From an optimization exercise on the open Yosys and OpenROAD flow, aimed at a short achievable clock period and few clock cycles; shortcuts taken in it are not production practice. Function was checked by simulation only, so behaviour that the tests miss may differ from the original. Power and IR drop assume default switching activity.

--- constraint.sdc ---
create_clock -name core_clock -period 10.0 [get_ports {clock}]
set_input_delay 2.0000 -clock core_clock [delete_from_list [all_inputs] [get_ports {clock}]]
set_output_delay 2.0000 -clock core_clock [all_outputs]
set_load 0.01 [all_outputs]
--- run.sh ---
#!/bin/bash
# synth_recipe.tcl (not shown) runs the flow's synth.tcl, then flattens the netlist and writes it again
# the make line also repeats each setting of config.mk as NAME=value (left out here)
make -C /OpenROAD-flow-scripts/flow DESIGN_CONFIG=/design/flow/config.mk WORK_HOME=/design/flow/orfs CLKGATE_MAP_FILE= SYNTH_SCRIPT=/design/flow/synth_recipe.tcl finish
--- design.v ---
module mips_core (
    input             clock,
    input             reset,
    output     [31:2] mem_addr,
    output            mem_we,
    output      [3:0] mem_be,      
    output     [31:0] mem_wdata,
    input      [31:0] mem_rdata
);
    localparam L_B = 3'd0, L_H = 3'd1, L_WL = 3'd2, L_W = 3'd3, L_BU = 3'd4,
               L_HU = 3'd5, L_WR = 3'd6;
    localparam S_B = 3'd0, S_H = 3'd1, S_WL = 3'd2, S_W = 3'd3, S_WR = 3'd4;
    localparam B_EQ = 3'd0, B_NE = 3'd1, B_LEZ = 3'd2, B_GTZ = 3'd3,
               B_LTZ = 3'd4, B_GEZ = 3'd5;
    reg [31:2] maddr;
    reg        o_we;
    reg  [3:0] o_be;
    reg [31:0] o_wdata;
    reg [31:2] fpc;
    reg        d_valid;
    reg [31:0] d_ir;
    reg [31:2] d_pc;
    reg        e_wr;         
    reg  [4:0] e_dst;
    reg [31:0] e_a;
    reg [31:0] e_b;
    reg [31:0] e_rt;
    reg  [4:0] e_shamt;
    reg        e_s_add, e_s_sub, e_s_and, e_s_or, e_s_xor, e_s_nor,
               e_s_slt, e_s_sltu, e_s_sll, e_s_srl, e_s_sra, e_s_b, e_s_one;
    reg        e_ovadd, e_ovsub;
    reg        e_load;       
    reg        e_memop;      
    reg        e_store;
    reg  [2:0] e_lkind;
    reg  [2:0] e_skind;
    reg        e_br;         
    reg  [2:0] e_bkind;
    reg        e_pred;       
    reg        e_jr;         
    reg [31:2] e_alt;        
    reg        m_memop;
    reg        m_load;
    reg        m_wr;
    reg  [4:0] m_dst;
    reg [31:0] m_val;
    reg [31:0] m_rt;
    reg  [1:0] m_ba;
    reg  [2:0] m_lkind;
    assign mem_addr  = maddr;
    assign mem_we    = o_we;
    assign mem_be    = o_be;
    assign mem_wdata = o_wdata;
    wire [31:0] ins = d_ir;
    wire  [5:0] op  = ins[31:26];
    wire  [5:0] fn  = ins[5:0];
    wire  [4:0] rs  = ins[25:21];
    wire  [4:0] rt  = ins[20:16];
    wire  [4:0] rd  = ins[15:11];
    wire [31:0] simm = {{16{ins[15]}}, ins[15:0]};
    wire [31:0] zimm = {16'd0, ins[15:0]};
    reg        d_wr;
    reg  [4:0] d_dst;
    reg        d_use_rs, d_use_rt;
    reg        d_useimm;
    reg [31:0] d_imm;
    reg        d_link;
    reg        d_varshift;
    reg        s_add, s_sub, s_and, s_or, s_xor, s_nor, s_slt, s_sltu,
               s_sll, s_srl, s_sra, s_b, s_one;
    reg        d_ovadd, d_ovsub;
    reg        d_load, d_store;
    reg  [2:0] d_lkind, d_skind;
    reg        d_br;
    reg  [2:0] d_bkind;
    reg        d_j;          
    reg        d_jr;
    always @* begin
        d_wr = 1'b0; d_dst = rd; d_use_rs = 1'b0; d_use_rt = 1'b0;
        d_useimm = 1'b0; d_imm = simm; d_link = 1'b0; d_varshift = 1'b0;
        s_add = 1'b0; s_sub = 1'b0; s_and = 1'b0; s_or = 1'b0; s_xor = 1'b0;
        s_nor = 1'b0; s_slt = 1'b0; s_sltu = 1'b0; s_sll = 1'b0; s_srl = 1'b0;
        s_sra = 1'b0; s_b = 1'b0; s_one = 1'b0;
        d_ovadd = 1'b0; d_ovsub = 1'b0;
        d_load = 1'b0; d_store = 1'b0; d_lkind = L_W; d_skind = S_W;
        d_br = 1'b0; d_bkind = B_EQ; d_j = 1'b0; d_jr = 1'b0;
        case (op)
        6'b000000: begin
            d_use_rs = 1'b1; d_use_rt = 1'b1;
            case (fn)
            6'b000000: begin d_wr = 1'b1; s_sll = 1'b1; d_use_rs = 1'b0; end
            6'b000010: begin d_wr = 1'b1; s_srl = 1'b1; d_use_rs = 1'b0; end
            6'b000011: begin d_wr = 1'b1; s_sra = 1'b1; d_use_rs = 1'b0; end
            6'b000100: begin d_wr = 1'b1; s_sll = 1'b1; d_varshift = 1'b1; end
            6'b000110: begin d_wr = 1'b1; s_srl = 1'b1; d_varshift = 1'b1; end
            6'b000111: begin d_wr = 1'b1; s_sra = 1'b1; d_varshift = 1'b1; end
            6'b001000: begin d_jr = 1'b1; d_use_rt = 1'b0; end                      
            6'b001001: begin d_jr = 1'b1; d_use_rt = 1'b0; d_wr = 1'b1; d_link = 1'b1; s_b = 1'b1; end  
            6'b100000: begin d_wr = 1'b1; s_add = 1'b1; d_ovadd = 1'b1; end
            6'b100001: begin d_wr = 1'b1; s_add = 1'b1; end
            6'b100010: begin d_wr = 1'b1; s_sub = 1'b1; d_ovsub = 1'b1; end
            6'b100011: begin d_wr = 1'b1; s_sub = 1'b1; end
            6'b100100: begin d_wr = 1'b1; s_and = 1'b1; end
            6'b100101: begin d_wr = 1'b1; s_or  = 1'b1; end
            6'b100110: begin d_wr = 1'b1; s_xor = 1'b1; end
            6'b100111: begin d_wr = 1'b1; s_nor = 1'b1; end
            6'b101010: begin d_wr = 1'b1; s_slt = 1'b1; end
            6'b101011: begin d_wr = 1'b1; s_sltu = 1'b1; end
            default: begin d_use_rs = 1'b0; d_use_rt = 1'b0; end
            endcase
        end
        6'b000001: begin  
            d_dst = 5'd31; d_use_rs = 1'b1;
            case (rt)
            5'b00000: begin d_br = 1'b1; d_bkind = B_LTZ; end
            5'b00001: begin d_br = 1'b1; d_bkind = B_GEZ; end
            5'b10000: begin d_br = 1'b1; d_bkind = B_LTZ; d_wr = 1'b1; d_link = 1'b1; s_b = 1'b1; end
            5'b10001: begin d_br = 1'b1; d_bkind = B_GEZ; d_wr = 1'b1; d_link = 1'b1; s_b = 1'b1; end
            default: d_use_rs = 1'b0;
            endcase
        end
        6'b000010: d_j = 1'b1;                                                    
        6'b000011: begin d_j = 1'b1; d_wr = 1'b1; d_link = 1'b1; s_b = 1'b1; d_dst = 5'd31; end  
        6'b000100: begin d_br = 1'b1; d_bkind = B_EQ;  d_use_rs = 1'b1; d_use_rt = 1'b1; end
        6'b000101: begin d_br = 1'b1; d_bkind = B_NE;  d_use_rs = 1'b1; d_use_rt = 1'b1; end
        6'b000110: begin d_br = 1'b1; d_bkind = B_LEZ; d_use_rs = 1'b1; end
        6'b000111: begin d_br = 1'b1; d_bkind = B_GTZ; d_use_rs = 1'b1; end
        6'b001000: begin d_wr = 1'b1; d_dst = rt; d_use_rs = 1'b1; d_useimm = 1'b1; s_add = 1'b1; d_ovadd = 1'b1; end
        6'b001001: begin d_wr = 1'b1; d_dst = rt; d_use_rs = 1'b1; d_useimm = 1'b1; s_add = 1'b1; end
        6'b001010: begin d_wr = 1'b1; d_dst = rt; d_use_rs = 1'b1; d_useimm = 1'b1; s_slt = 1'b1; end
        6'b001011: begin d_wr = 1'b1; d_dst = rt; d_use_rs = 1'b1; d_useimm = 1'b1; s_sltu = 1'b1; end
        6'b001100: begin d_wr = 1'b1; d_dst = rt; d_use_rs = 1'b1; d_useimm = 1'b1; d_imm = zimm; s_and = 1'b1; end
        6'b001101: begin d_wr = 1'b1; d_dst = rt; d_use_rs = 1'b1; d_useimm = 1'b1; d_imm = zimm; s_or  = 1'b1; end
        6'b001110: begin d_wr = 1'b1; d_dst = rt; d_use_rs = 1'b1; d_useimm = 1'b1; d_imm = zimm; s_xor = 1'b1; end
        6'b001111: begin d_wr = 1'b1; d_dst = rt; d_useimm = 1'b1; d_imm = {ins[15:0], 16'd0}; s_b = 1'b1; end  
        6'b100000: begin d_wr = 1'b1; d_dst = rt; d_use_rs = 1'b1; d_useimm = 1'b1; d_load = 1'b1; d_lkind = L_B;  end
        6'b100001: begin d_wr = 1'b1; d_dst = rt; d_use_rs = 1'b1; d_useimm = 1'b1; d_load = 1'b1; d_lkind = L_H;  end
        6'b100010: begin d_wr = 1'b1; d_dst = rt; d_use_rs = 1'b1; d_use_rt = 1'b1; d_useimm = 1'b1; d_load = 1'b1; d_lkind = L_WL; end
        6'b100011: begin d_wr = 1'b1; d_dst = rt; d_use_rs = 1'b1; d_useimm = 1'b1; d_load = 1'b1; d_lkind = L_W;  end
        6'b100100: begin d_wr = 1'b1; d_dst = rt; d_use_rs = 1'b1; d_useimm = 1'b1; d_load = 1'b1; d_lkind = L_BU; end
        6'b100101: begin d_wr = 1'b1; d_dst = rt; d_use_rs = 1'b1; d_useimm = 1'b1; d_load = 1'b1; d_lkind = L_HU; end
        6'b100110: begin d_wr = 1'b1; d_dst = rt; d_use_rs = 1'b1; d_use_rt = 1'b1; d_useimm = 1'b1; d_load = 1'b1; d_lkind = L_WR; end
        6'b101000: begin d_use_rs = 1'b1; d_use_rt = 1'b1; d_useimm = 1'b1; d_store = 1'b1; d_skind = S_B;  end
        6'b101001: begin d_use_rs = 1'b1; d_use_rt = 1'b1; d_useimm = 1'b1; d_store = 1'b1; d_skind = S_H;  end
        6'b101010: begin d_use_rs = 1'b1; d_use_rt = 1'b1; d_useimm = 1'b1; d_store = 1'b1; d_skind = S_WL; end
        6'b101011: begin d_use_rs = 1'b1; d_use_rt = 1'b1; d_useimm = 1'b1; d_store = 1'b1; d_skind = S_W;  end
        6'b101110: begin d_use_rs = 1'b1; d_use_rt = 1'b1; d_useimm = 1'b1; d_store = 1'b1; d_skind = S_WR; end
        6'b110000: begin d_wr = 1'b1; d_dst = rt; d_use_rs = 1'b1; d_useimm = 1'b1; d_load = 1'b1; d_lkind = L_W; end  
        6'b111000: begin d_wr = 1'b1; d_dst = rt; d_use_rs = 1'b1; d_use_rt = 1'b1; d_useimm = 1'b1;              
                         d_store = 1'b1; d_skind = S_W; s_one = 1'b1; end
        default: ;
        endcase
    end
    reg [31:0] regs [1:31];
    wire [31:0] rf_a = (rs == 5'd0) ? 32'd0 : regs[rs];
    wire [31:0] rf_b = (rt == 5'd0) ? 32'd0 : regs[rt];
    wire [31:0] sum    = e_a + e_b;
    wire [32:0] diff   = {1'b0, e_a} - {1'b0, e_b};
    wire        ovf    = (e_ovadd & (e_a[31] == e_b[31]) & (sum[31] != e_a[31])) |
                         (e_ovsub & (e_a[31] != e_b[31]) & (diff[31] != e_a[31]));
    wire        slt    = (e_a[31] != e_b[31]) ? e_a[31] : diff[31];
    wire        sltu   = diff[32];
    wire [31:0] shl    = e_b << e_shamt;
    wire [31:0] shr    = e_b >> e_shamt;
    wire [31:0] sha    = $signed(e_b) >>> e_shamt;
    wire [31:0] ex_result =
        ({32{e_s_add}}  & sum)          |
        ({32{e_s_sub}}  & diff[31:0])   |
        ({32{e_s_and}}  & (e_a & e_b))  |
        ({32{e_s_or}}   & (e_a | e_b))  |
        ({32{e_s_xor}}  & (e_a ^ e_b))  |
        ({32{e_s_nor}}  & ~(e_a | e_b)) |
        ({32{e_s_sll}}  & shl)          |
        ({32{e_s_srl}}  & shr)          |
        ({32{e_s_sra}}  & sha)          |
        ({32{e_s_b}}    & e_b)          |
        {31'd0, (e_s_slt & slt) | (e_s_sltu & sltu)};
    wire ex_wr = e_wr & ~ovf;
    wire a_eq  = (e_a == e_rt);
    wire a_neg = e_a[31];
    wire a_zero = (e_a == 32'd0);
    reg  taken;
    always @* begin
        case (e_bkind)
        B_EQ:    taken = a_eq;
        B_NE:    taken = ~a_eq;
        B_LEZ:   taken = a_neg | a_zero;
        B_GTZ:   taken = ~a_neg & ~a_zero;
        B_LTZ:   taken = a_neg;
        default: taken = ~a_neg;
        endcase
    end
    wire        redirect   = e_jr | (e_br & (taken != e_pred));
    wire [31:2] redir_addr = e_jr ? e_a[31:2] : e_alt;
    wire  [1:0] ba = e_a[1:0] + e_b[1:0];
    reg   [3:0] st_be;
    reg  [31:0] st_data;
    always @* begin
        case (e_skind)
        S_B: begin
            st_be   = 4'b1000 >> ba;
            st_data = {4{e_rt[7:0]}};
        end
        S_H: begin
            st_be   = ba[1] ? 4'b0011 : 4'b1100;
            st_data = {2{e_rt[15:0]}};
        end
        S_WL: begin
            st_be   = 4'b1111 >> ba;
            st_data = e_rt >> {ba, 3'b000};
        end
        S_WR: begin
            st_be   = 4'b1111 << (2'd3 - ba);
            st_data = e_rt << {(2'd3 - ba), 3'b000};
        end
        default: begin
            st_be   = 4'b1111;
            st_data = e_rt;
        end
        endcase
    end
    wire fe_a = e_wr & (e_dst == rs);
    wire fe_b = e_wr & (e_dst == rt);
    wire fm_a = m_wr & (m_dst == rs);
    wire fm_b = m_wr & (m_dst == rt);
    wire [31:0] va_old = fm_a ? m_val : rf_a;
    wire [31:0] vb_old = fm_b ? m_val : rf_b;
    wire [31:0] va = (fe_a & ~ovf) ? ex_result : va_old;
    wire [31:0] vb = (fe_b & ~ovf) ? ex_result : vb_old;
    wire load_use = d_valid & e_load & e_wr &
                    ((d_use_rs & (e_dst == rs)) | (d_use_rt & (e_dst == rt)));
    wire fetch_ok = ~m_memop;
    wire adv      = fetch_ok & ~load_use;
    wire [31:2] d_pc1     = d_pc + 30'd1;
    wire [31:2] d_pc2     = d_pc + 30'd2;
    wire [31:2] br_target = d_pc1 + simm[29:0];
    wire [31:2] j_target  = {d_pc1[31:28], ins[25:0]};
    wire        d_back    = ins[15];
    wire        d_ptaken  = d_valid & (d_j | (d_br & d_back));
    wire [31:2] d_ptarget = d_j ? j_target : br_target;
    wire [31:2] fpc_n = redirect ? redir_addr :
                        (adv & d_ptaken) ? d_ptarget :
                        adv ? fpc + 30'd1 : fpc;
    reg  [7:0] byte_sel;
    reg [31:0] ld_val;
    wire [15:0] half_sel = m_ba[1] ? mem_rdata[15:0] : mem_rdata[31:16];
    always @* begin
        case (m_ba)
        2'd0: byte_sel = mem_rdata[31:24];
        2'd1: byte_sel = mem_rdata[23:16];
        2'd2: byte_sel = mem_rdata[15:8];
        default: byte_sel = mem_rdata[7:0];
        endcase
        case (m_lkind)
        L_B:  ld_val = {{24{byte_sel[7]}}, byte_sel};
        L_H:  ld_val = {{16{half_sel[15]}}, half_sel};
        L_WL: case (m_ba)
              2'd0: ld_val = mem_rdata;
              2'd1: ld_val = {mem_rdata[23:0], m_rt[7:0]};
              2'd2: ld_val = {mem_rdata[15:0], m_rt[15:0]};
              default: ld_val = {mem_rdata[7:0], m_rt[23:0]};
              endcase
        L_BU: ld_val = {24'd0, byte_sel};
        L_HU: ld_val = {16'd0, half_sel};
        L_WR: case (m_ba)
              2'd0: ld_val = {m_rt[31:8], mem_rdata[31:24]};
              2'd1: ld_val = {m_rt[31:16], mem_rdata[31:16]};
              2'd2: ld_val = {m_rt[31:24], mem_rdata[31:8]};
              default: ld_val = mem_rdata;
              endcase
        default: ld_val = mem_rdata;
        endcase
    end
    wire [31:0] wb_val = m_load ? ld_val : m_val;
    integer i;
    always @(posedge clock) begin
        if (reset) begin
            for (i = 1; i < 32; i = i + 1)
                regs[i] <= 32'd0;
        end else if (m_wr) begin
            regs[m_dst] <= wb_val;
        end
    end
    always @(posedge clock) begin
        if (reset) begin
            fpc     <= 30'd0;
            maddr   <= 30'd0;
            o_we    <= 1'b0;
            o_be    <= 4'd0;
        end else begin
            fpc     <= fpc_n;
            maddr   <= e_memop ? sum[31:2] : fpc_n;
            o_we    <= e_store;
            o_be    <= e_store ? st_be : 4'd0;
        end
        o_wdata <= st_data;
    end
    always @(posedge clock) begin
        if (reset) begin
            d_valid <= 1'b0;
        end else if (redirect) begin
            if (adv) d_valid <= 1'b0;
        end else if (adv) begin
            d_valid <= 1'b1;
        end
        if (adv) begin
            d_ir <= mem_rdata;
            d_pc <= fpc;
        end
    end
    wire go = adv & d_valid;
    always @(posedge clock) begin
        if (reset || !go) begin
            e_wr    <= 1'b0;
            e_load  <= 1'b0;
            e_memop <= 1'b0;
            e_store <= 1'b0;
            e_br    <= 1'b0;
            e_jr    <= 1'b0;
        end else begin
            e_wr    <= d_wr & (d_dst != 5'd0);
            e_load  <= d_load | (d_store & s_one);
            e_memop <= d_load | d_store;
            e_store <= d_store;
            e_br    <= d_br;
            e_jr    <= d_jr;
        end
        if (go) begin
            e_dst    <= d_dst;
            e_a      <= va;
            e_b      <= d_link ? {d_pc2, 2'b00} : (d_useimm ? d_imm : vb);
            e_rt     <= vb;
            e_shamt  <= d_varshift ? va[4:0] : ins[10:6];
            e_s_add  <= s_add | d_load | d_store;
            e_s_sub  <= s_sub;
            e_s_and  <= s_and;
            e_s_or   <= s_or;
            e_s_xor  <= s_xor;
            e_s_nor  <= s_nor;
            e_s_slt  <= s_slt;
            e_s_sltu <= s_sltu;
            e_s_sll  <= s_sll;
            e_s_srl  <= s_srl;
            e_s_sra  <= s_sra;
            e_s_b    <= s_b;
            e_s_one  <= s_one;
            e_ovadd  <= d_ovadd;
            e_ovsub  <= d_ovsub;
            e_lkind  <= d_lkind;
            e_skind  <= d_skind;
            e_bkind  <= d_bkind;
            e_pred   <= d_back;
            e_alt    <= d_back ? d_pc2 : br_target;
        end
    end
    always @(posedge clock) begin
        if (reset) begin
            m_memop <= 1'b0;
            m_load  <= 1'b0;
            m_wr    <= 1'b0;
        end else begin
            m_memop <= e_memop;
            m_load  <= e_memop & ~e_store;
            m_wr    <= ex_wr;
        end
        m_dst   <= e_dst;
        m_val   <= e_s_one ? 32'd1 : ex_result;
        m_rt    <= e_rt;
        m_ba    <= ba;
        m_lkind <= e_lkind;
    end
endmodule
--- config.mk ---
export PLATFORM = sky130hd
export DESIGN_NAME = mips_core
export DESIGN_NICKNAME = mips_core
export VERILOG_FILES = /design/flow/design.v
export SDC_FILE = /design/flow/constraint.sdc
export NUM_CORES = 4
export LEC_CHECK = 0
export ABC_CLOCK_PERIOD_IN_PS = 2500
export CAP_MARGIN = 20
export CORE_MARGIN = 2
export CORE_UTILIZATION = 40
export SETUP_SLACK_MARGIN = 5
export SLEW_MARGIN = 20
==> out/results.tsv, run 1 <==
metric	value	unit
remaining_drc_errors	0	
slew_violations	0	
reg2reg_slack	4490	ps
layout_commonest_cell	nor2_1	
vias	65225	
p_comb_share	24.4	%
ys_seq_area_share	49.2	%
cts_tree	built	
async_reset_ff_share	0	%
setup_slack	4490	ps
grt_overflow_total	0	
clk_latency	830	ps
die-area	215000	um^2
max_freq	181	MHz
post_route_cells_drive_above_1_share	24.1	%
clk_pin_slew_worst_paths	70	ps
synth_top_flop_cell	edfxtp_1	
skew	63.7	ps
rsz0062_at_grt	true	
worst_pin_slew	1410	ps
path_max_fanout	8	
rows	168	
dr.pass1.iters	8	
antenna_left	0	
ys_seq_elements	1457	
cts_sinks	1457	
timing.setup.tns	0	ps
totalPowerFinal	17.6	mW
slew-limit-headroom	6.10	%
synth.area.top_cells	edfxtp_1 44%, mux4_2 19%, nor2_1 6.0%	
grt_use_total	31.9	%
cts_buffers	161	
viasPerCell	6.61	
fillers	18930	
crit_top_cell	buf_4	
crit_family	compound AO/OA/AOI/OAI gates	
area_growth	13.7	%
die-width	464	um
hp-start	e_lkind[0]	
yosysTopAreaCell	edfxtp_1	
wl_per_cell	35.5	um
grt_max_degree	116	
cp_slowest_cell	or4_4	
multiInputGateArea	41400	um^2
dpl_worst_slack	2630	ps
synth_top_area_share	44.2	%
cp.arrival	6080	ps
yosysWarnings	1	
p_sw	5.79	mW
hp-class	flop to flop	
worstSetupStartpointType	flop	
hold_viol	0	
r2r-start	e_a[7]	
p_clk_share	33.7	%
h-tree-depth	4	
hold_depth	0	
grt_pass1_vias	63018	
worstSetupEndpointType	flop	
pwr-share-seq	41.8	%
synth_area_per_cell	12.1	um^2
gp_congestion	1.04	
regArea	41700	um^2
power.density	183	nW/um^2
rr_worst_depth	24	
fin_nets	7094	
regToRegEndpoint	e_shamt[3]	
path_buf_inv	7	
setup_violations	0	
whs	340	ps
worstPathRequired	10570	ps
dp_hpwl	233000	um
start_util	40.3	%
critPathKind	flop to flop	
fin_crit	5510	ps
synth_edf_count	1247	
status	no timing/DRC/antenna violations	
crit_chain	inv_2 -> ha_4 -> or4_4 -> buf_6 -> nor4_4 -> buf_4 -> o21ai_4 -> a211oi_2 -> buf_4 -> o211ai_1 -> and2_4 -> o21bai_1 -> a21oi_2 -> o31ai_4 -> fa_1 -> xnor2_2 -> o21ai_4 -> buf_6 -> a211oi_4 -> buf_4 -> buf_12 -> a221oi_4 -> a21oi_2 -> mux2_4	
coreArea	210000	um^2
antenna_found_initial	14	
total_leakage_power	34.8	nW
holdPathEnd	m_lkind[0]	
synth.cell_area	84600	um^2
crit_path_max_incr_delay	540	ps
synthesis.nets	7159	
finalNonFillerCells	9871	
timing.final.crit_share	55.1	%
place_inst	9466	
die_y	464	um
clockBufferDepth	3	
layout_common_cells	1347 x nor2_1, 1247 x edfxtp_1, 729 x mux4_2	
p_int	11.8	mW
grt_pass1_wl	489000	um
p_sw_share	32.9	%
postCtsHoldBufs	0	
pin_count	101	
maxCapViolCount	0	
wl	351000	um
ys_types	94	
cts-root-buf	clkbuf_16	
postSynthCellCount	6993	
max-vdd-ir-drop	0.000193	V
io_buffer_count	100	
drtIter0Drc	10449	
## final cells by class
class,instances,share of cell area [%]
diodes,5,0.0130
clock buffers,217,4.55
clock inverters,79,0.794
inverters,179,0.702
multi-input cells,4714,43.0
flip-flops and latches,1457,43.3
well taps,2805,3.65
repair buffers,414,3.96
repair inverters,1,0.00520
## synthesized netlist by cell type, types with 11 or more instances
cell type	count
o21a_1	22
o2111ai_1	11
a211oi_1	52
nand2b_1	24
mux2_2	113
a2111oi_0	15
o31ai_1	18
a222oi_1	36
a22oi_1	40
nor3_1	71
clkbuf_1	512
a31oi_1	28
xor2_1	56
ha_1	128
o22ai_1	43
inv_1	173
nor2_1	1353
buf_1	75
nand3_1	84
nor2b_1	32
mux4_2	729
xnor2_1	133
o21bai_1	15
edfxtp_1	1247
a21o_1	41
mux2i_1	161
a221o_1	19
nor4_1	34
buf_2	47
a22o_1	35
a221oi_1	84
a21oi_1	319
dfxtp_1	210
o221ai_1	18
o211ai_1	30
and3_1	42
nand2_1	465
o21ai_0	212
nand4_1	58
a211o_1	11
## worst register-to-register path, cell delays in order, from the launching register on
cell	delay [ps]
edfxtp_1	460
inv_2	120
ha_4	210
or4_4	540
buf_6	140
nor4_4	190
buf_4	180
o21ai_4	70
a211oi_2	220
buf_4	160
o211ai_1	110
and2_4	180
o21bai_1	170
a21oi_2	100
o31ai_4	370
fa_1	520
xnor2_2	190
o21ai_4	240
buf_6	140
a211oi_4	50
buf_4	200
buf_12	150
a221oi_4	220
a21oi_2	60
mux2_4	310
## worst max-delay path by stage
stage | start | end | slack, ps | cells past startpoint
3_5_place_dp | e_a[5] | e_b[14] | 2630 | 18
3_3_place_gp | e_a[5] | e_b[14] | 2670 | 18
4_1_cts | e_a[7] | e_b[14] | 4610 | 21
5_1_grt | e_a[7] | e_shamt[3] | 4340 | 24
2_1_floorplan | e_b[5] | e_rt[21] | 4970 | 20
6_report | e_a[7] | e_shamt[3] | 4490 | 24
## through the flow
| step | utilization, % | cell area (um^2) |
|---|---|---|
| 6_report | 45.8 | 96300 |
| 4_1_cts | 45.3 | 95200 |
| 3_3_place_gp | 42.2 | 88700 |
| 5_1_grt | 45.8 | 96300 |
| 2_1_floorplan | - | 84700 |
| 3_5_place_dp | 42.3 | 88700 |
## power by group through the flow
stage	registers (mW)	clock network, mW	logic [mW]
5_1_grt	7.37	6.21	4.44
6_report	7.36	5.94	4.29
4_1_cts	7.33	5.99	4.07
3_3_place_gp	7.46	0	3.92
2_1_floorplan	7.23	0	2.50
3_5_place_dp	7.47	0	3.92
## state kept, by name, indices dropped and copies added, names as in the netlist, 2 cells and up, named ones only
register / cells
d_ir: 32
e_skind: 3
m_val: 32
o_wdata: 32
m_rt: 32
e_shamt: 5
e_b: 32
e_lkind: 3
e_dst: 5
m_dst: 5
regs: 1024
o_be: 4
e_a: 32
e_rt: 32
d_pc: 30
maddr: 30
e_alt: 30
fpc: 30
e_bkind: 3
m_lkind: 3
m_ba: 2
## kinds of logic (layout without fill, tap and decap cells)
group,Yosys count,in the layout,share of synthesized area (%)
simple gates,2236,2236,11.0
flops,1457,1457,49.2
compound gates,1152,1153,9.24
mux,1003,1003,22.8
buf+inv,823,890,3.75
xor+xnor,190,190,1.97
fa+ha+maj,132,132,1.99
other cells,0,5,0
## what timing repair did
action,4_1_cts,5_1_grt
cloned,10,1
setup endpoints to repair,238,336
setup buffers,55,36
pin swaps,26,31
hold endpoints to repair,0,0
resized for setup,132,120
## routing by layer
layer  global-route usage [%]  vias to the layer above  share of wire (%)
met5                        0                        -              0.023
met4                     20.5                       12                7.9
met3                     7.90                      993                 11
met2                     49.8                     4569                 46
met1                     39.6                    33103                 35
li1                         -                    26548                  -
Testbench counts, summed over its fixed seeds: cycles 30,061.
==> run 2, diff against run 1 <==
--- a/design.v
+++ b/design.v
@@ -29,7 +29,7 @@
     reg        e_s_add, e_s_sub, e_s_and, e_s_or, e_s_xor, e_s_nor,
                e_s_slt, e_s_sltu, e_s_sll, e_s_srl, e_s_sra, e_s_b, e_s_one;
     reg        e_ovadd, e_ovsub;
-    reg        e_load;       
+    reg        e_late;       
     reg        e_memop;      
     reg        e_store;
     reg  [2:0] e_lkind;
@@ -154,18 +154,21 @@
     reg [31:0] regs [1:31];
     wire [31:0] rf_a = (rs == 5'd0) ? 32'd0 : regs[rs];
     wire [31:0] rf_b = (rt == 5'd0) ? 32'd0 : regs[rt];
-    wire [31:0] sum    = e_a + e_b;
-    wire [32:0] diff   = {1'b0, e_a} - {1'b0, e_b};
+    wire [31:0] sum;
+    wire [31:0] diff;
+    wire        sum_co, diff_co;
+    mips_add32 ADD (.a(e_a), .b(e_b),  .cin(1'b0), .s(sum),  .cout(sum_co));
+    mips_add32 SUB (.a(e_a), .b(~e_b), .cin(1'b1), .s(diff), .cout(diff_co));
     wire        ovf    = (e_ovadd & (e_a[31] == e_b[31]) & (sum[31] != e_a[31])) |
                          (e_ovsub & (e_a[31] != e_b[31]) & (diff[31] != e_a[31]));
     wire        slt    = (e_a[31] != e_b[31]) ? e_a[31] : diff[31];
-    wire        sltu   = diff[32];
+    wire        sltu   = ~diff_co;
     wire [31:0] shl    = e_b << e_shamt;
     wire [31:0] shr    = e_b >> e_shamt;
     wire [31:0] sha    = $signed(e_b) >>> e_shamt;
     wire [31:0] ex_result =
         ({32{e_s_add}}  & sum)          |
-        ({32{e_s_sub}}  & diff[31:0])   |
+        ({32{e_s_sub}}  & diff)   |
         ({32{e_s_and}}  & (e_a & e_b))  |
         ({32{e_s_or}}   & (e_a | e_b))  |
         ({32{e_s_xor}}  & (e_a ^ e_b))  |
@@ -225,9 +228,9 @@
     wire fm_b = m_wr & (m_dst == rt);
     wire [31:0] va_old = fm_a ? m_val : rf_a;
     wire [31:0] vb_old = fm_b ? m_val : rf_b;
-    wire [31:0] va = (fe_a & ~ovf) ? ex_result : va_old;
-    wire [31:0] vb = (fe_b & ~ovf) ? ex_result : vb_old;
-    wire load_use = d_valid & e_load & e_wr &
+    wire [31:0] va = fe_a ? ex_result : va_old;
+    wire [31:0] vb = fe_b ? ex_result : vb_old;
+    wire load_use = d_valid & e_late & e_wr &
                     ((d_use_rs & (e_dst == rs)) | (d_use_rt & (e_dst == rt)));
     wire fetch_ok = ~m_memop;
     wire adv      = fetch_ok & ~load_use;
@@ -236,7 +239,23 @@
     wire [31:2] br_target = d_pc1 + simm[29:0];
     wire [31:2] j_target  = {d_pc1[31:28], ins[25:0]};
     wire        d_back    = ins[15];
-    wire        d_ptaken  = d_valid & (d_j | (d_br & d_back));
+    wire        d_edep    = e_wr & ((d_use_rs & (e_dst == rs)) | (d_use_rt & (e_dst == rt)));
+    wire        d_eq      = (va_old == vb_old);
+    wire        d_neg     = va_old[31];
+    wire        d_zero    = (va_old == 32'd0);
+    reg         d_taken;
+    always @* begin
+        case (d_bkind)
+        B_EQ:    d_taken = d_eq;
+        B_NE:    d_taken = ~d_eq;
+        B_LEZ:   d_taken = d_neg | d_zero;
+        B_GTZ:   d_taken = ~d_neg & ~d_zero;
+        B_LTZ:   d_taken = d_neg;
+        default: d_taken = ~d_neg;
+        endcase
+    end
+    wire        d_bpred   = d_back;
+    wire        d_ptaken  = d_valid & (d_j | (d_br & d_bpred));
     wire [31:2] d_ptarget = d_j ? j_target : br_target;
     wire [31:2] fpc_n = redirect ? redir_addr :
                         (adv & d_ptaken) ? d_ptarget :
@@ -312,23 +331,24 @@
     always @(posedge clock) begin
         if (reset || !go) begin
             e_wr    <= 1'b0;
-            e_load  <= 1'b0;
+            e_late  <= 1'b0;
             e_memop <= 1'b0;
             e_store <= 1'b0;
             e_br    <= 1'b0;
             e_jr    <= 1'b0;
         end else begin
             e_wr    <= d_wr & (d_dst != 5'd0);
-            e_load  <= d_load | (d_store & s_one);
+            e_late  <= d_load | (d_store & s_one) | d_ovadd | d_ovsub;
             e_memop <= d_load | d_store;
             e_store <= d_store;
             e_br    <= d_br;
             e_jr    <= d_jr;
         end
-        if (go) begin
+        begin
             e_dst    <= d_dst;
             e_a      <= va;
-            e_b      <= d_link ? {d_pc2, 2'b00} : (d_useimm ? d_imm : vb);
+            e_b      <= (fe_b & ~d_link & ~d_useimm) ? ex_result :
+                        d_link ? {d_pc2, 2'b00} : (d_useimm ? d_imm : vb_old);
             e_rt     <= vb;
             e_shamt  <= d_varshift ? va[4:0] : ins[10:6];
             e_s_add  <= s_add | d_load | d_store;
@@ -350,7 +370,7 @@
             e_skind  <= d_skind;
             e_bkind  <= d_bkind;
             e_pred   <= d_back;
-            e_alt    <= d_back ? d_pc2 : br_target;
+            e_alt    <= d_back ? d_pc2 : br_target;    
         end
     end
     always @(posedge clock) begin
@@ -370,3 +390,56 @@
         m_lkind <= e_lkind;
     end
 endmodule
+module mips_add32 (
+    input  [31:0] a,
+    input  [31:0] b,
+    input         cin,
+    output [31:0] s,
+    output        cout
+);
+    wire [31:0] p0 = a ^ b;
+    wire [31:0] g0 = (a & b) | {31'd0, p0[0] & cin};
+    wire [31:0] g1, p1, g2, p2, g3, p3, g4, p4, g5, p5;
+    genvar i;
+    generate
+        for (i = 0; i < 32; i = i + 1) begin : pfx
+            if (i >= 1) begin : l1
+                assign g1[i] = g0[i] | (p0[i] & g0[i-1]);
+                assign p1[i] = p0[i] & p0[i-1];
+            end else begin : l1n
+                assign g1[i] = g0[i];
+                assign p1[i] = p0[i];
+            end
+            if (i >= 2) begin : l2
+                assign g2[i] = g1[i] | (p1[i] & g1[i-2]);
+                assign p2[i] = p1[i] & p1[i-2];
+            end else begin : l2n
+                assign g2[i] = g1[i];
+                assign p2[i] = p1[i];
+            end
+            if (i >= 4) begin : l3
+                assign g3[i] = g2[i] | (p2[i] & g2[i-4]);
+                assign p3[i] = p2[i] & p2[i-4];
+            end else begin : l3n
+                assign g3[i] = g2[i];
+                assign p3[i] = p2[i];
+            end
+            if (i >= 8) begin : l4
+                assign g4[i] = g3[i] | (p3[i] & g3[i-8]);
+                assign p4[i] = p3[i] & p3[i-8];
+            end else begin : l4n
+                assign g4[i] = g3[i];
+                assign p4[i] = p3[i];
+            end
+            if (i >= 16) begin : l5
+                assign g5[i] = g4[i] | (p4[i] & g4[i-16]);
+                assign p5[i] = p4[i] & p4[i-16];
+            end else begin : l5n
+                assign g5[i] = g4[i];
+                assign p5[i] = p4[i];
+            end
+        end
+    endgenerate
+    assign s    = p0 ^ {g5[30:0], cin};
+    assign cout = g5[31];
+endmodule
==> flow/run.sh (new file) <==
#!/bin/bash
# The standard ORFS layout (the standard.sh: standard synthesis, floorplan,
# placement, CTS, routing), with timing repair asked to aim for a 3.2 ns
# period: ORFS only repairs paths whose slack is below SETUP_SLACK_MARGIN, so
# at the design's 10 ns clock its default effort stops well short of what
# the design can reach. The clock, constraints and everything else are the
# standard flow's. make's full output goes to standard.log here; ORFS keeps
# each step's own log under orfs/logs.
set -euo pipefail
bash standard.sh SETUP_SLACK_MARGIN=6.8 finish > standard.log 2>&1
==> standard.sh (new file) <==
#!/bin/bash
# synth_recipe.tcl (not shown) runs the flow's synth.tcl, then flattens the netlist and writes it again
# the make line also repeats each setting of config.mk as NAME=value (left out here)
make -C /OpenROAD-flow-scripts/flow DESIGN_CONFIG=/design/flow/config.mk WORK_HOME=/design/flow/orfs CLKGATE_MAP_FILE= SYNTH_SCRIPT=/design/flow/synth_recipe.tcl "${@:-finish}"
--- a/config.mk
+++ b/config.mk
@@ -5,9 +5,7 @@
 export SDC_FILE = /design/flow/constraint.sdc
 export NUM_CORES = 4
 export LEC_CHECK = 0
-export ABC_CLOCK_PERIOD_IN_PS = 2500
 export CAP_MARGIN = 20
 export CORE_MARGIN = 2
 export CORE_UTILIZATION = 40
-export SETUP_SLACK_MARGIN = 5
 export SLEW_MARGIN = 20
removed: run.sh
==> run 2 against run 1 <==
  * Now fails the layout checks on capacitance limit, slew limit
  * Sequential share of layout area fell by 7.8 points
  * Utilization is 9.2 points higher
  * Register-to-register slack better by 1100 ps
  * Cell count rose by 5.9%
  * Clock skew rose by 19 ps
  * Wire length rose by 22%
  * Total power grew 22%
  * Largest power group is now combinational cells
  * Via count is 14% higher
  * First-iteration DRC count rose by 22%
==> out/results.tsv, run 2 <==
metric	value	unit	change
cts_buffers	162		+0.62%
crit_chain	inv_4 -> ha_4 -> o21ba_4 -> or4_4 -> a311oi_4 -> o22ai_4 -> nor4_4 -> o31ai_4 -> a221oi_2 -> a21oi_1 -> nor2_1 -> nor2_1 -> fa_2 -> o21ai_2 -> a21oi_2 -> nand3_1 -> a31oi_1 -> nand2_1 -> a21oi_4 -> a221oi_2		
placed_area	87200	um^2	-1.8%
max-vdd-ir-drop	0.000205	V	+6.4%
regToRegEndpoint	e_b[31]		
async_reset_ff_share	0	%	unchanged
rows	167		-0.60%
ys_seq_elements	1457		unchanged
worst_pin_slew	1510	ps	+103 ps
fin_nets	7780		+9.7%
skew	82.4	ps	+18.7 ps
p_sw	7.98	mW	+38%
wl_per_cell	41.0	um	+15%
postCtsHoldBufs	0		unchanged
synth_area_per_cell	11.8	um^2	-2.2%
area_growth	37.1	%	
hp-class	flop to flop		
slew-limit-headroom	-1.00	%	-7.1 points
synth_top_flop_cell	edfxtp_1		
p_int	13.4	mW	+14%
drtIter0Drc	12776		+22%
layout_commonest_cell	edfxtp_1		
critPathKind	flop to flop		
grt_pass1_vias	68618		+8.9%
p_comb_share	36.5	%	+12 points
io_buffer_count	100		unchanged
viasPerCell	7.11		+7.7%
crit_path_max_incr_delay	550	ps	about the same
reg2reg_slack	5540	ps	+1060 ps
r2r-start	e_a[1]		
crit_family	compound AO/OA/AOI/OAI gates		
layout_common_cells	1086 x edfxtp_1, 799 x nor2_1, 706 x mux4_2		
maxCapViolCount	2		+2
die_y	459	um	-1.0%
rr_worst_depth	20		-17%
cp.arrival	5140	ps	-940 ps
max_freq	224	MHz	+24%
synth_top_area_share	39.4	%	-4.9 points
path_buf_inv	1		-6
hold_depth	0		unchanged
h-tree-depth	4		unchanged
hp-start	e_lkind[1]		
grt_use_total	37.2	%	+5.3 points
antenna_left	0		unchanged
yosysTopAreaCell	edfxtp_1		
pin_count	101		unchanged
antenna_found_initial	36		+22
final_area	114000	um^2	+18%
pwr-share-seq	35.2	%	-6.6 points
total_leakage_power	40.1	nW	+15%
yosysWarnings	1		unchanged
synth_common_cells	1361 x nor2_1, 1086 x edfxtp_1, 706 x mux4_2		
synth.cell_area	82900	um^2	-2.1%
yosysMostFrequentCell	nor2_1		
ys_types	91		-3.2%
status	finished with violations		
coreArea	206000	um^2	-1.7%
regArea	40300	um^2	-3.3%
synthesis.nets	7177		+0.25%
worstSetupStartpointType	flop		
slew_violations	12		+12
setup_violations	0		unchanged
clockBufferDepth	3		unchanged
cts_tree	built		
ys_seq_area_share	48.3	%	-0.89 points
clk_pin_slew_worst_paths	60	ps	about the same
fin_crit	4460	ps	-1060 ps
timing.setup.tns	0	ps	unchanged
worstPathRequired	10690	ps	+120 ps
failed_checks	capacitance limit, slew limit		
holdPathEnd	m_lkind[1]		
synth.area.top_cells	edfxtp_1 39%, mux4_2 19%, dfxtp_1 9.0%		
synth_edf_count	1086		-13%
path_max_fanout	4		-4
wl	429000	um	+22%
hold_viol	0		unchanged
worstSetupEndpointType	flop		
grt_max_degree	74		-36%
postSynthCellCount	7002		+0.13%
p_sw_share	37.2	%	+4.3 points
remaining_drc_errors	0		unchanged
cp_slowest_cell	fa_2		
vias	74363		+14%
clk_latency	880	ps	+50 ps
multiInputGateArea	49700	um^2	+20%
post_route_cells_drive_above_1_share	45.5	%	+21 points
grt_overflow_total	0		unchanged
grt_pass1_wl	548000	um	+12%
p_clk_share	28.3	%	-5.4 points
gp_congestion	1.02		-2.2%
dr.pass1.iters	12		+4
cts_sinks	1457		unchanged
largest_register	regs		
rsz0062_at_grt	true		
timing.final.crit_share	44.6	%	-11 points
die-area	211000	um^2	-2.1%
fillers	16192		-14%
largest_reg_flops	1024		unchanged
start_util	40.1	%	-0.17 points
die-width	459	um	-1.0%
power.density	189	nW/um^2	+3.2%
cts-root-buf	clkbuf_16		
dp_hpwl	220000	um	-5.6%
-- run 2: cell count changes after synthesis, sizes merged, moves of 21 or more --
cell    change
mux4       -23
a31oi      +21
nand2b     +44
a22oi      -22
edfxtp    -161
a211oi     +22
dfxtp     +161
mux2i      +44
nand4      -21
a21oi      +49
nand2      -77
clkbuf     -21
-- run 2: stage by stage --
stage	util (%)	total power, mW	worst slack (ps)	hold slack, ps	instances
floorplan	-	10.4	6010	310	7002
global placement	42.2	12.1	4470	312	9320
detailed placement	42.2	12.1	4480	314	9324
CTS	50.9	19.9	5600	328	10190
global route	55.0	21.7	5400	330	10440
finish	55.0	21.4	5540	326	10453
-- run 2: how the worst max path moves through the flow --
stage / cells past startpoint / from / endpoint / slack (ps)
after detailed placement: 10 / e_shamt[0] / e_b[11] / 4480
after floorplan: 20 / e_a[4] / e_b[31] / 6010
after global routing: 19 / e_b[3] / e_a[31] / 5400
final: 20 / e_a[1] / e_b[31] / 5540
after global placement: 10 / e_shamt[0] / e_b[11] / 4470
after CTS: 20 / e_b[1] / e_b[31] / 5600
-- run 2: cell families after synthesis --
kind of cell | share of synthesized area (%)
AOI/OAI and AO/OA | 9.60
xor gates and xnor gates | 1.90
adders and majority gates | 2.17
buffers and inverters | 3.77
DFF | 48.3
muxes | 23.0
and+or+nand+nor | 11.3
-- run 2: final cells by class --
type	count	share of cell area, %
repair inverters	1	0.00992
clock inverters	85	0.771
well taps	2704	2.98
clock buffers	207	3.82
diodes	16	0.0353
inverters	170	0.620
repair buffers	1012	12.5
flip-flops and latches	1457	35.5
multi-input cells	4801	43.8
-- run 2: what timing repair did --
item / 4_1_cts / 5_1_grt
buffers inserted: 448 / 201
setup endpoints to repair: 2426 / 2192
cloned: 126 / 45
pin swaps: 177 / 216
hold endpoints to repair: 0 / 0
resized for setup: 1626 / 1387
-- run 2: layer usage --
layer,up-vias,global-route usage (%),routed length (um)
met3,2287,15.3,67800
met4,52,29.4,47800
met1,36899,43.0,134000
met2,7141,54.6,178000
li1,27984,-,-
met5,-,0.804,1070
-- run 2: power by group through the flow --
stage | logic, mW | registers (mW) | clock network (mW)
detailed placement | 4.59 | 7.53 | 0
finish | 7.81 | 7.54 | 6.06
floorplan | 3.14 | 7.23 | 0
CTS | 6.45 | 7.46 | 6.00
global route | 7.88 | 7.53 | 6.26
global placement | 4.56 | 7.51 | 0
-- run 2: worst reg2reg max path, cell delays in order (launching register included) --
cell      delay (ps)
dfxtp_4          410
inv_4             50
ha_4             220
o21ba_4          230
or4_4            440
a311oi_4         340
o22ai_4          150
nor4_4           310
o31ai_4          180
a221oi_2         290
a21oi_1          110
nor2_1           100
nor2_1            60
fa_2             550
o21ai_2           60
a21oi_2          110
nand3_1           90
a31oi_1          190
nand2_1          130
a21oi_4          200
a221oi_2          90
Testbench counts of run 2, summed over its fixed seeds: cycles 30,161.
==> run 3, diff against run 2 <==
--- a/design.v
+++ b/design.v
@@ -19,7 +19,8 @@
     reg [31:2] fpc;
     reg        d_valid;
     reg [31:0] d_ir;
-    reg [31:2] d_pc;
+    reg [31:2] d_pc1;       
+    reg [31:2] d_pc2;       
     reg        e_wr;         
     reg  [4:0] e_dst;
     reg [31:0] e_a;
@@ -166,9 +167,7 @@
     wire [31:0] shl    = e_b << e_shamt;
     wire [31:0] shr    = e_b >> e_shamt;
     wire [31:0] sha    = $signed(e_b) >>> e_shamt;
-    wire [31:0] ex_result =
-        ({32{e_s_add}}  & sum)          |
-        ({32{e_s_sub}}  & diff)   |
+    wire [31:0] ex_other =
         ({32{e_s_and}}  & (e_a & e_b))  |
         ({32{e_s_or}}   & (e_a | e_b))  |
         ({32{e_s_xor}}  & (e_a ^ e_b))  |
@@ -176,8 +175,9 @@
         ({32{e_s_sll}}  & shl)          |
         ({32{e_s_srl}}  & shr)          |
         ({32{e_s_sra}}  & sha)          |
-        ({32{e_s_b}}    & e_b)          |
-        {31'd0, (e_s_slt & slt) | (e_s_sltu & sltu)};
+        ({32{e_s_b}}    & e_b);
+    wire        ex_cmp    = (e_s_slt & slt) | (e_s_sltu & sltu);
+    wire [31:0] ex_result = ({32{e_s_add}} & sum) | ({32{e_s_sub}} & diff) | ex_other | {31'd0, ex_cmp};
     wire ex_wr = e_wr & ~ovf;
     wire a_eq  = (e_a == e_rt);
     wire a_neg = e_a[31];
@@ -230,12 +230,22 @@
     wire [31:0] vb_old = fm_b ? m_val : rf_b;
     wire [31:0] va = fe_a ? ex_result : va_old;
     wire [31:0] vb = fe_b ? ex_result : vb_old;
+    wire        fb_sel  = fe_b & ~d_link & ~d_useimm;
+    wire        fs_sel  = fe_a & d_varshift;
+    wire [31:0] b_old   = d_link ? {d_pc2, 2'b00} : (d_useimm ? d_imm : vb_old);
+    wire  [4:0] sh_old  = d_varshift ? va_old[4:0] : ins[10:6];
+    wire [31:0] nx_a  = ({32{fe_a & e_s_add}} & sum) | ({32{fe_a & e_s_sub}} & diff) |
+                        ({32{fe_a}} & ex_other) | {31'd0, fe_a & ex_cmp} | ({32{~fe_a}} & va_old);
+    wire [31:0] nx_b  = ({32{fb_sel & e_s_add}} & sum) | ({32{fb_sel & e_s_sub}} & diff) |
+                        ({32{fb_sel}} & ex_other) | {31'd0, fb_sel & ex_cmp} | ({32{~fb_sel}} & b_old);
+    wire [31:0] nx_rt = ({32{fe_b & e_s_add}} & sum) | ({32{fe_b & e_s_sub}} & diff) |
+                        ({32{fe_b}} & ex_other) | {31'd0, fe_b & ex_cmp} | ({32{~fe_b}} & vb_old);
+    wire  [4:0] nx_sh = ({5{fs_sel & e_s_add}} & sum[4:0]) | ({5{fs_sel & e_s_sub}} & diff[4:0]) |
+                        ({5{fs_sel}} & ex_other[4:0]) | {4'd0, fs_sel & ex_cmp} | ({5{~fs_sel}} & sh_old);
     wire load_use = d_valid & e_late & e_wr &
                     ((d_use_rs & (e_dst == rs)) | (d_use_rt & (e_dst == rt)));
     wire fetch_ok = ~m_memop;
     wire adv      = fetch_ok & ~load_use;
-    wire [31:2] d_pc1     = d_pc + 30'd1;
-    wire [31:2] d_pc2     = d_pc + 30'd2;
     wire [31:2] br_target = d_pc1 + simm[29:0];
     wire [31:2] j_target  = {d_pc1[31:28], ins[25:0]};
     wire        d_back    = ins[15];
@@ -257,9 +267,10 @@
     wire        d_bpred   = d_back;
     wire        d_ptaken  = d_valid & (d_j | (d_br & d_bpred));
     wire [31:2] d_ptarget = d_j ? j_target : br_target;
+    wire [31:2] fpc1  = fpc + 30'd1;
     wire [31:2] fpc_n = redirect ? redir_addr :
                         (adv & d_ptaken) ? d_ptarget :
-                        adv ? fpc + 30'd1 : fpc;
+                        adv ? fpc1 : fpc;
     reg  [7:0] byte_sel;
     reg [31:0] ld_val;
     wire [15:0] half_sel = m_ba[1] ? mem_rdata[15:0] : mem_rdata[31:16];
@@ -324,7 +335,8 @@
         end
         if (adv) begin
             d_ir <= mem_rdata;
-            d_pc <= fpc;
+            d_pc1 <= fpc1;
+            d_pc2 <= fpc + 30'd2;
         end
     end
     wire go = adv & d_valid;
@@ -346,11 +358,10 @@
         end
         begin
             e_dst    <= d_dst;
-            e_a      <= va;
-            e_b      <= (fe_b & ~d_link & ~d_useimm) ? ex_result :
-                        d_link ? {d_pc2, 2'b00} : (d_useimm ? d_imm : vb_old);
-            e_rt     <= vb;
-            e_shamt  <= d_varshift ? va[4:0] : ins[10:6];
+            e_a      <= nx_a;
+            e_b      <= nx_b;
+            e_rt     <= nx_rt;
+            e_shamt  <= nx_sh;
             e_s_add  <= s_add | d_load | d_store;
             e_s_sub  <= s_sub;
             e_s_and  <= s_and;
@@ -397,49 +408,17 @@
     output [31:0] s,
     output        cout
 );
-    wire [31:0] p0 = a ^ b;
-    wire [31:0] g0 = (a & b) | {31'd0, p0[0] & cin};
-    wire [31:0] g1, p1, g2, p2, g3, p3, g4, p4, g5, p5;
-    genvar i;
-    generate
-        for (i = 0; i < 32; i = i + 1) begin : pfx
-            if (i >= 1) begin : l1
-                assign g1[i] = g0[i] | (p0[i] & g0[i-1]);
-                assign p1[i] = p0[i] & p0[i-1];
-            end else begin : l1n
-                assign g1[i] = g0[i];
-                assign p1[i] = p0[i];
-            end
-            if (i >= 2) begin : l2
-                assign g2[i] = g1[i] | (p1[i] & g1[i-2]);
-                assign p2[i] = p1[i] & p1[i-2];
-            end else begin : l2n
-                assign g2[i] = g1[i];
-                assign p2[i] = p1[i];
-            end
-            if (i >= 4) begin : l3
-                assign g3[i] = g2[i] | (p2[i] & g2[i-4]);
-                assign p3[i] = p2[i] & p2[i-4];
-            end else begin : l3n
-                assign g3[i] = g2[i];
-                assign p3[i] = p2[i];
-            end
-            if (i >= 8) begin : l4
-                assign g4[i] = g3[i] | (p3[i] & g3[i-8]);
-                assign p4[i] = p3[i] & p3[i-8];
-            end else begin : l4n
-                assign g4[i] = g3[i];
-                assign p4[i] = p3[i];
-            end
-            if (i >= 16) begin : l5
-                assign g5[i] = g4[i] | (p4[i] & g4[i-16]);
-                assign p5[i] = p4[i] & p4[i-16];
-            end else begin : l5n
-                assign g5[i] = g4[i];
-                assign p5[i] = p4[i];
-            end
-        end
-    endgenerate
-    assign s    = p0 ^ {g5[30:0], cin};
-    assign cout = g5[31];
+    wire [8:0] b0  = {1'b0, a[7:0]}   + {1'b0, b[7:0]}   + {8'd0, cin};
+    wire [8:0] b10 = {1'b0, a[15:8]}  + {1'b0, b[15:8]};
+    wire [8:0] b11 = {1'b0, a[15:8]}  + {1'b0, b[15:8]}  + 9'd1;
+    wire [8:0] b20 = {1'b0, a[23:16]} + {1'b0, b[23:16]};
+    wire [8:0] b21 = {1'b0, a[23:16]} + {1'b0, b[23:16]} + 9'd1;
+    wire [8:0] b30 = {1'b0, a[31:24]} + {1'b0, b[31:24]};
+    wire [8:0] b31 = {1'b0, a[31:24]} + {1'b0, b[31:24]} + 9'd1;
+    wire c8  = b0[8];
+    wire c16 = b10[8] | (b11[8] & c8);
+    wire c24 = b20[8] | (b21[8] & c16);
+    assign cout = b30[8] | (b31[8] & c24);
+    assign s = {c24 ? b31[7:0] : b30[7:0], c16 ? b21[7:0] : b20[7:0],
+                c8 ? b11[7:0] : b10[7:0], b0[7:0]};
 endmodule
==> run 3 against run 2 <==
  * The run now finishes clean
  * Die area up 1.9%
  * Clock power up 2%
  * Synthesized cell count rose by 1.9%
  * Critical path depth down 6
  * Non-clock buffer count is 41 higher
  * Cell count grew 2.6%
  * Utilization rose by 0.37 points
  * Combinational power rose by 0.8%
  * Critical path type unchanged
  * Largest power group unchanged
  * Highest routed layer unchanged
==> out/results.tsv, run 3 <==
metric	value	unit	change
wl	439000	um	+2.4%
cp.arrival	4560	ps	-580 ps
max_freq	260	MHz	+16%
hp-class	flop to flop		
remaining_drc_errors	0		unchanged
slew_violations	0		-12
postSynthCellCount	7137		+1.9%
die-width	463	um	+0.93%
fin_crit	3850	ps	-607 ps
dr.pass1.iters	15		+3
cts_sinks	1487		+2.1%
layout_commonest_cell	edfxtp_1		
viasPerCell	7.19		+1.1%
setup_violations	0		unchanged
grt_pass1_vias	69786		+1.7%
fillers	16471		+1.7%
cts_buffers	163		+0.62%
start_util	40.2	%	+0.10 points
dp_hpwl	220000	um	-0.19%
layout_common_cells	1116 x edfxtp_1, 714 x mux4_2, 640 x nor2_1		
final_area	116000	um^2	+2.3%
power.density	187	nW/um^2	-0.83%
path_max_fanout	12		+8
critPathKind	flop to flop		
synth_common_cells	1368 x nor2_1, 1116 x edfxtp_1, 714 x mux4_2		
synth_area_per_cell	11.8	um^2	about the same
total_leakage_power	41.0	nW	+2.3%
r2r-start	e_a[13]		
antenna_left	0		unchanged
die_y	463	um	+0.93%
clk_pin_slew_worst_paths	60	ps	about the same
grt_use_total	37.1	%	-0.090 points
rows	168		+0.60%
grt_pass1_wl	560000	um	+2.2%
holdPathEnd	m_lkind[2]		
rsz0062_at_grt	true		
max-vdd-ir-drop	0.000199	V	-2.9%
drtIter0Drc	14319		+12%
placed_area	88700	um^2	+1.8%
synth.area.top_cells	edfxtp_1 40%, mux4_2 19%, dfxtp_1 8.8%		
ys_seq_elements	1487		+2.1%
regToRegEndpoint	e_shamt[0]		
timing.setup.tns	0	ps	unchanged
cts_tree	built		
worstSetupEndpointType	flop		
wl_per_cell	40.9	um	-0.22%
largest_register	regs		
dpl_worst_slack	4560	ps	+80.3 ps
antenna_found_initial	40		+11%
h-tree-depth	4		unchanged
timing.final.crit_share	38.5	%	-6.1 points
ys_types	98		+7.7%
coreArea	210000	um^2	+1.6%
worstPathRequired	10710	ps	+20 ps
worst_pin_slew	1350	ps	-162 ps
rr_worst_depth	14		-30%
postCtsHoldBufs	0		unchanged
pin_count	101		unchanged
async_reset_ff_share	0	%	unchanged
maxCapViolCount	0		-2
grt_overflow_total	0		unchanged
setup_slack	6150	ps	+607 ps
area_growth	37.6	%	
yosysTopAreaCell	edfxtp_1		
io_buffer_count	100		unchanged
totalPowerFinal	21.7	mW	+1.4%
post_route_cells_drive_above_1_share	47.5	%	+2.0 points
clk_latency	870	ps	about the same
hold_depth	0		unchanged
synth_top_area_share	39.7	%	+0.34 points
clockBufferDepth	3		unchanged
synth_edf_count	1116		+2.8%
synth_top_flop_cell	edfxtp_1		
gp_congestion	1.01		-0.78%
vias	77184		+3.8%
ys_seq_area_share	48.5	%	+0.18 points
largest_reg_flops	1024		unchanged
synthesis.nets	7313		+1.9%
slew-limit-headroom	9.69	%	+11 points
yosysMostFrequentCell	nor2_1		
die-area	215000	um^2	+1.9%
cts-root-buf	clkbuf_16		
reg2reg_slack	6150	ps	+610 ps
fin_nets	7925		+1.9%
hold_viol	0		unchanged
synth.cell_area	84400	um^2	+1.9%
skew	88.4	ps	+5.97 ps
worstSetupStartpointType	flop		
hp-start	e_lkind[2]		
grt_max_degree	73		-1.4%
yosysWarnings	1		unchanged
status	no timing/DRC/antenna violations		
-- run 3: cell types whose count changed after synthesis, moves of 26 or more --
cell and change:
mux2i_1 -64, edfxtp_1 +30, a211oi_1 +26, a21oi_1 -37, clkbuf_1 +34, nand2_1 +34, xor2_1 +42
-- run 3: cell families (layout without fill, tap and decap cells) --
group | Yosys count | after routing | synth area share (%)
compound gates | 1184 | 1196 | 9.42
xor+xnor | 211 | 211 | 2.19
fa+ha+maj | 142 | 142 | 2.18
buf+inv | 835 | 1529 | 3.83
flops | 1487 | 1487 | 48.5
mux | 958 | 959 | 22.1
other cells | 0 | 40 | 0
simple gates | 2320 | 2360 | 11.8
-- run 3: layout make-up --
cell class	instances	area (um^2)	area share (%)
clock inverter	76	786	0.676
sequential	1487	41300	35.5
timing repair buffer	1053	14200	12.2
tap	2805	3510	3.02
timing repair inverter	2	20.0	0.0172
multi-input combinational	4868	51000	43.9
clock buffer	224	4540	3.91
inverter	174	733	0.631
antenna	40	100	0.0862
-- run 3: worst max-delay path by stage --
stage / start / to / slack, ps / cells after the start
floorplan: mem_rdata[31] / regs[14][15] / 6280 / 10
global placement: d_ir[28] / fpc[9] / 4550 / 11
detailed placement: mem_rdata[15] / regs[22][18] / 4560 / 9
CTS: d_ir[0] / maddr[28] / 6250 / 13
global route: e_a[8] / e_rt[25] / 6190 / 13
finish: e_a[13] / e_shamt[0] / 6150 / 14
-- run 3: report_power, final --
group	total, mW	leakage (nW)	internal, mW	switching (mW)
Combinational	7.87	23.7	3.28	4.59
Clock	6.19	2.59	3.38	2.81
Sequential	7.66	14.7	7.04	0.625
Total	21.7	41.0	13.7	8.02
-- run 3: critical path, stage by stage (launching register included) --
cell and delay [ps]:
dfxtp_4 440, inv_1 110, ha_4 280, or2_2 300
a2111o_1 380, o211ai_2 90, nor4_1 80, a211o_2 390
a311o_2 540, buf_6 170, buf_6 100, nand3b_1 70
and4bb_4 360, a21oi_4 100, mux2_4 300
-- run 3: repair_timing --
action | 4_1_cts | 5_1_grt
resized for setup | 1791 | 1549
pin swaps | 563 | 496
buffers inserted | 485 | 201
cloned | 124 | 39
endpoints found under the setup margin | 2402 | 1976
-- run 3: per-layer routing --
metal | share of wire, % | wire, um | GRT usage (%) | vias up
met2 | 41 | 179000 | 53.1 | 8179
li1 | - | - | - | 28453
met1 | 31 | 136000 | 44.5 | 37771
met4 | 11 | 49600 | 28.8 | 46
met5 | 0.27 | 1200 | 0.713 | -
met3 | 17 | 72800 | 15.1 | 2735
-- run 3: stage by stage --
step / util, % / cells / hold slack, ps
2_1_floorplan: - / 7137 / 310
3_3_place_gp: 42.3 / 9538 / 317
3_5_place_dp: 42.3 / 9539 / 312
4_1_cts: 51.2 / 10448 / 337
5_1_grt: 55.3 / 10694 / 349
6_report: 55.4 / 10729 / 339
Testbench counts of run 3, summed over its fixed seeds: cycles 30,161.

-- re-timing with driven ports --
Ports are ideal in the flow. The routed layouts listed here were re-timed in OpenROAD. Step 1, drivers: a clkbuf_16 drives clock and a buf_2 each remaining input, both assumed. Step 2 moves the port delays by t, midway between the first and last clock arrival at a register: inputs arrive t later, outputs are due t later. That takes back most of the time a late clock gives input paths. Three values: ideal, step 1, step 2; two values: the first two.
run	t, ns	slack for setup (ns)	slew at the worst register clock pin (ns)
run 1	0.901	4.487 / 4.487 / 4.201	0.07 / 0.07
run 2	0.924	5.542 / 5.542 / 5.443	0.07 / 0.07
run 3	0.914	6.149 / 6.149 / 5.513	0.08 / 0.08
For run 3, which loses most, drivers alone change the setup slack by 0.000 ns; drivers and shift together by -0.636 ns.
